What follows belongs to an exercise in optimizing a design on an open flow for small area and a short achievable clock period; a production flow would make more cautious choices.
In this exercise RTL edits were held to simulation tests only and were not proved equivalent to the original.
Power and IR drop assume default switching activity.

## KEYBOARD_CONTROLLER
module KEYBOARD_CONTROLLER (
	RST_N     ,
	DATA      ,
	CLK_50MHZ ,
	PS2CLK    ,
	ASCII_OUT ,
	COLOR     ,
	COMMAND
	);
	input        RST_N;
	input        DATA;
	input        CLK_50MHZ;
	input        PS2CLK;
	output [7:0] ASCII_OUT;
	output [7:0] COLOR;
	output [1:0] COMMAND;
	wire clk = CLK_50MHZ;
	localparam [5:0] Y_PT = 6'b010000, Y_LP = 6'b010010, Y_RP = 6'b010011,
		Y_SP = 6'b010100, Y_EQ = 6'b010101, Y_QU = 6'b010110, Y_MI = 6'b011001,
		Y_SL = 6'b011011;
	function [5:0] L;    
		input [4:0] n;
		L = {1'b1, n};
	endfunction
	function [5:0] scan2sym;
		input [7:0] s;
		case (s)
			8'h45, 8'h70: scan2sym = 6'd0;
			8'h16, 8'h69: scan2sym = 6'd1;
			8'h1E, 8'h72: scan2sym = 6'd2;
			8'h26, 8'h7A: scan2sym = 6'd3;
			8'h25, 8'h6B: scan2sym = 6'd4;
			8'h2E, 8'h73: scan2sym = 6'd5;
			8'h36, 8'h74: scan2sym = 6'd6;
			8'h3D, 8'h6C: scan2sym = 6'd7;
			8'h3E, 8'h75: scan2sym = 6'd8;
			8'h46, 8'h7D: scan2sym = 6'd9;
			8'h1C: scan2sym = L(1);   8'h32: scan2sym = L(2);   8'h21: scan2sym = L(3);
			8'h23: scan2sym = L(4);   8'h24: scan2sym = L(5);   8'h2B: scan2sym = L(6);
			8'h34: scan2sym = L(7);   8'h33: scan2sym = L(8);   8'h43: scan2sym = L(9);
			8'h3B: scan2sym = L(10);  8'h42: scan2sym = L(11);  8'h4B: scan2sym = L(12);
			8'h3A: scan2sym = L(13);  8'h31: scan2sym = L(14);  8'h44: scan2sym = L(15);
			8'h4D: scan2sym = L(16);  8'h15: scan2sym = L(17);  8'h2D: scan2sym = L(18);
			8'h1B: scan2sym = L(19);  8'h2C: scan2sym = L(20);  8'h3C: scan2sym = L(21);
			8'h2A: scan2sym = L(22);  8'h1D: scan2sym = L(23);  8'h22: scan2sym = L(24);
  ...
clock: 160.0 ns
lec_check: 0
cap_margin: 20
core_margin: 2
core_utilization: 40
cts_buf_list: sky130_fd_sc_hd__clkbuf_8
cts_cluster_diameter: 60
cts_cluster_size: 16
slew_margin: 20
standard.sh (not shown) runs the stock make flow with config.mk's settings and CLKGATE_MAP_FILE= SYNTH_SCRIPT=/design/flow/synth_recipe.tcl, a recipe that flattens the netlist after the stock synthesis.
==> flow/flow/run.sh <==
#!/bin/bash
set -euo pipefail
export BUFFER_PORTS_ARGS="-buffer_cell sky130_fd_sc_hd__buf_2"
bash standard.sh finish > flow_make.log 2>&1
Change:
--- a/flow/design.v
+++ b/flow/design.v
@@ -109,20 +109,20 @@
 	endfunction
 	reg       c1, c2, d1;
 	reg [3:0] bc;
 	reg [7:0] sr;
 	reg       bdone;
 	reg       rel;
 	wire      fall = c2 & ~c1;
 	always @(posedge clk or negedge RST_N) begin
 		if (!RST_N) begin
-			c1    <= 1'b1;
-			c2    <= 1'b1;
+			c1    <= 1'b0;
+			c2    <= 1'b0;
 			bc    <= 4'd0;
 			bdone <= 1'b0;
 			rel   <= 1'b0;
 		end
 		else begin
 			c1    <= PS2CLK;
 			c2    <= c1;
 			bdone <= fall & (bc == 4'd8);
 			if (fall)
@@ -426,41 +426,41 @@
 			S_PF1: begin qsel = 3'd4; kidx = 4'd2; tmode = 2'd1; end
 			S_PF4: if (ybit) begin psel = 3'd0; qsel = 3'd3; amode = 2'd1; end
 			S_PF6: begin psel = 3'd1; tmode = 2'd1; end
 			S_PF7: begin psel = 3'd0; xmode = 3'd1; end
 			S_PF8: begin qsel = 3'd4; kidx = 4'd3; ymode = 2'd1; end
 			S_PF9: begin qsel = 3'd3; xmode = 3'd1; end
 			default: ;
 		endcase
 	end
-	reg [1:0] ocmd;
+	reg [1:0] ocmd_n;
 	reg [6:0] oasc;
-	reg [2:0] ocol;
+	reg [2:0] ocol_n;
 	reg       e_sym, e_nl, e_del;
 	reg [5:0] esym;
-	assign COMMAND   = ocmd;
+	assign COMMAND   = ~ocmd_n;
 	assign ASCII_OUT = {1'b0, oasc};
-	assign COLOR     = {{3{ocol[2]}}, {3{ocol[1]}}, {2{ocol[0]}}};
+	assign COLOR     = ~{{3{ocol_n[2]}}, {3{ocol_n[1]}}, {2{ocol_n[0]}}};
 	always @(posedge clk or negedge RST_N) begin
 		if (!RST_N) begin
-			ocmd <= 2'b11;
-			oasc <= 7'd0;
-			ocol <= 3'b111;
+			ocmd_n <= 2'b00;
+			oasc   <= 7'd0;
+			ocol_n <= 3'b000;
 		end
 		else if (e_sym) begin
-			ocmd <= 2'b00;
-			oasc <= sym2asc(esym);
-			ocol <= sym2col(esym);
+			ocmd_n <= 2'b11;
+			oasc   <= sym2asc(esym);
+			ocol_n <= ~sym2col(esym);
 		end
 		else begin
-			ocmd <= e_nl ? 2'b10 : e_del ? 2'b01 : 2'b11;
-			oasc <= 7'd0;
-			ocol <= 3'b111;
+			ocmd_n <= e_nl ? 2'b01 : e_del ? 2'b10 : 2'b00;
+			oasc   <= 7'd0;
+			ocol_n <= 3'b000;
 		end
 	end
 	wire ph_r  = (ph == r);
 	wire ph_c  = (ph == count);
 	wire psh_w = (st == S_PSH || st == S_PPT) && ph_c && !got && !b0;
 	always @(*) begin
 		e_sym = 1'b0; e_nl = 1'b0; e_del = 1'b0; esym = ksym;
 		wen = 1'b0; wdat = ksym;
 		if (pend && ph_c)
What happened:
- total power grows by 25%
- sequential cell count does not change
- core utilization is about the same
- cell count goes up by 0.81%
- synthesized area barely changes
- worst hold slack hardly moves

RTL: one of the versions met above, not the one the previous note started from.
Size: about 2500 cells after synthesis, roughly 760 flip-flops, roughly 22 I/O pins, ~26000 µm² of cells after synthesis.
Design KEYBOARD_CONTROLLER, start of the top module:
module KEYBOARD_CONTROLLER (
	RST_N     ,
	DATA      ,
	CLK_50MHZ ,
	PS2CLK    ,
	ASCII_OUT ,
	COLOR     ,
	COMMAND
	);
==> flow/config.mk <==
export PLATFORM = sky130hd
export DESIGN_NAME = KEYBOARD_CONTROLLER
export DESIGN_NICKNAME = KEYBOARD_CONTROLLER
export VERILOG_FILES = /design/flow/design.v
export SDC_FILE = /design/flow/constraint.sdc
export NUM_CORES = 4
export LEC_CHECK = 0
export CAP_MARGIN = 20
export CORE_MARGIN = 2
export CORE_UTILIZATION = 60
export CTS_BUF_LIST = sky130_fd_sc_hd__clkbuf_8
export CTS_CLUSTER_DIAMETER = 60
export CTS_CLUSTER_SIZE = 16
export SLEW_MARGIN = 20
==> flow/constraint.sdc <==
create_clock -name core_clock -period 160.0 [get_ports {CLK_50MHZ}]
set_input_delay 32.0000 -clock core_clock [delete_from_list [all_inputs] [get_ports {CLK_50MHZ}]]
set_output_delay 32.0000 -clock core_clock [all_outputs]
set_load 0.01 [all_outputs]
Scripts as last shown in full above: flow/flow/run.sh
Rerun with:
--- a/flow/design.v
+++ b/flow/design.v
@@ -243,24 +243,33 @@
 	wire co   = (pb & qx) | (pb & ci) | (qx & ci);
 	wire sbm  = sb & ~(mask & b[5]);      
 	wire y0   = b0 ? Y[0] : y0f;
 	reg a34;    
 	always @(*) begin
 		case (amode)
 			2'd1:    a34 = sbm;
 			2'd2:    a34 = 1'b0;
 			default: a34 = A[0];
 		endcase
 	end
+	always @(posedge clk or negedge RST_N) begin
+		if (!RST_N) begin
+			b  <= 6'd0;
+			ph <= 7'd0;
+		end
+		else begin
+			b  <= pe ? 6'd0 : b + 6'd1;
+			ph <= (ph == 7'd79) ? 7'd0 : ph + 7'd1;
+		end
+	end
 	always @(posedge clk) begin
-		b  <= pe ? 6'd0 : b + 6'd1;
 		c  <= co;
 		ad <= A[0];
 		ex <= X[0];
 		ey <= Y[0];
 		if (b0) begin
 			y0f <= Y[0];
 			s0f <= sb;
 			tsf <= T[34];
 		end
 		if (pe) asg <= a34;
 		if (amode == 2'd2)
@@ -513,23 +522,22 @@
 			end
 			if (psh_w) count <= count - 7'd1;
 			if (set79) count <= 7'd79;
 			if (rel_line) begin
 				lock  <= 1'b0;
 				count <= 7'd0;
 			end
 		end
 	end
 	always @(posedge clk) begin
 		begin
-			ph <= (ph == 7'd79) ? 7'd0 : ph + 7'd1;
 			if (psh_w) got <= 1'b1;
 			if (b == 6'd31) begin
 				xs   <= X[0];
 				ys   <= Y[0];
 				aneg <= A[0];
 				ybit <= Y[0];
 			end
 			if (st == S_R3 && b == 6'd31) tsg <= sbm;
 			if (b0) begin
 				yz <= ~Y[0];
 				fz <= Y[0];
Result: Power goes down by 8.7%. Cell count came out higher by about 1.1%. Sequential cell count does not change. Critical path depth stays the same. Core utilization went down by 0.19 points. Via count came out higher by about 4%. Area after synthesis goes up by 1.9%. Wire length came out higher by 5.4%.

==> re-timing with driven ports <==
How much do the figures lean on ideal ports? The routed layouts below were timed once more, with nothing changed but the port constraints.
Step 1 (the two cells are an assumption about what drives the block):
set clk [get_ports {CLK_50MHZ}]
set_driving_cell -lib_cell sky130_fd_sc_hd__clkbuf_16 $clk
set_driving_cell -lib_cell sky130_fd_sc_hd__buf_2 [delete_from_list [all_inputs] $clk]
Step 2 adds t to the input delays and takes it off the output delays; t is the mean of the earliest and latest rising clock arrival at the registers after step 1. Input paths then give back, and output paths get back, about the clock's delay inside the block.
a / b / c = ideal / step 1 / step 2; a / b = the first two.
run | t, ns | slack for setup (ns) | worst hold slack (ns) | worst setup path at the end | slew at the worst register clock pin (ns)
the first run of note 1 | 0.738 | 126.622 / 126.558 / 127.296 | 0.309 / 0.309 / 0.309 | register to output | 0.10 / 0.10
the second run of note 1 | 0.724 | 126.761 / 126.706 / 127.429 | 0.307 / 0.307 / 0.307 | register to output | 0.10 / 0.10
the first run of note 2 | 0.761 | 126.700 / 126.649 / 127.410 | 0.299 / 0.299 / 0.299 | register to output | 0.10 / 0.10
the second run of note 2 | 0.754 | 126.713 / 126.660 / 127.413 | 0.313 / 0.313 / 0.313 | register to output | 0.10 / 0.10
After both steps every run listed still meets setup and hold.
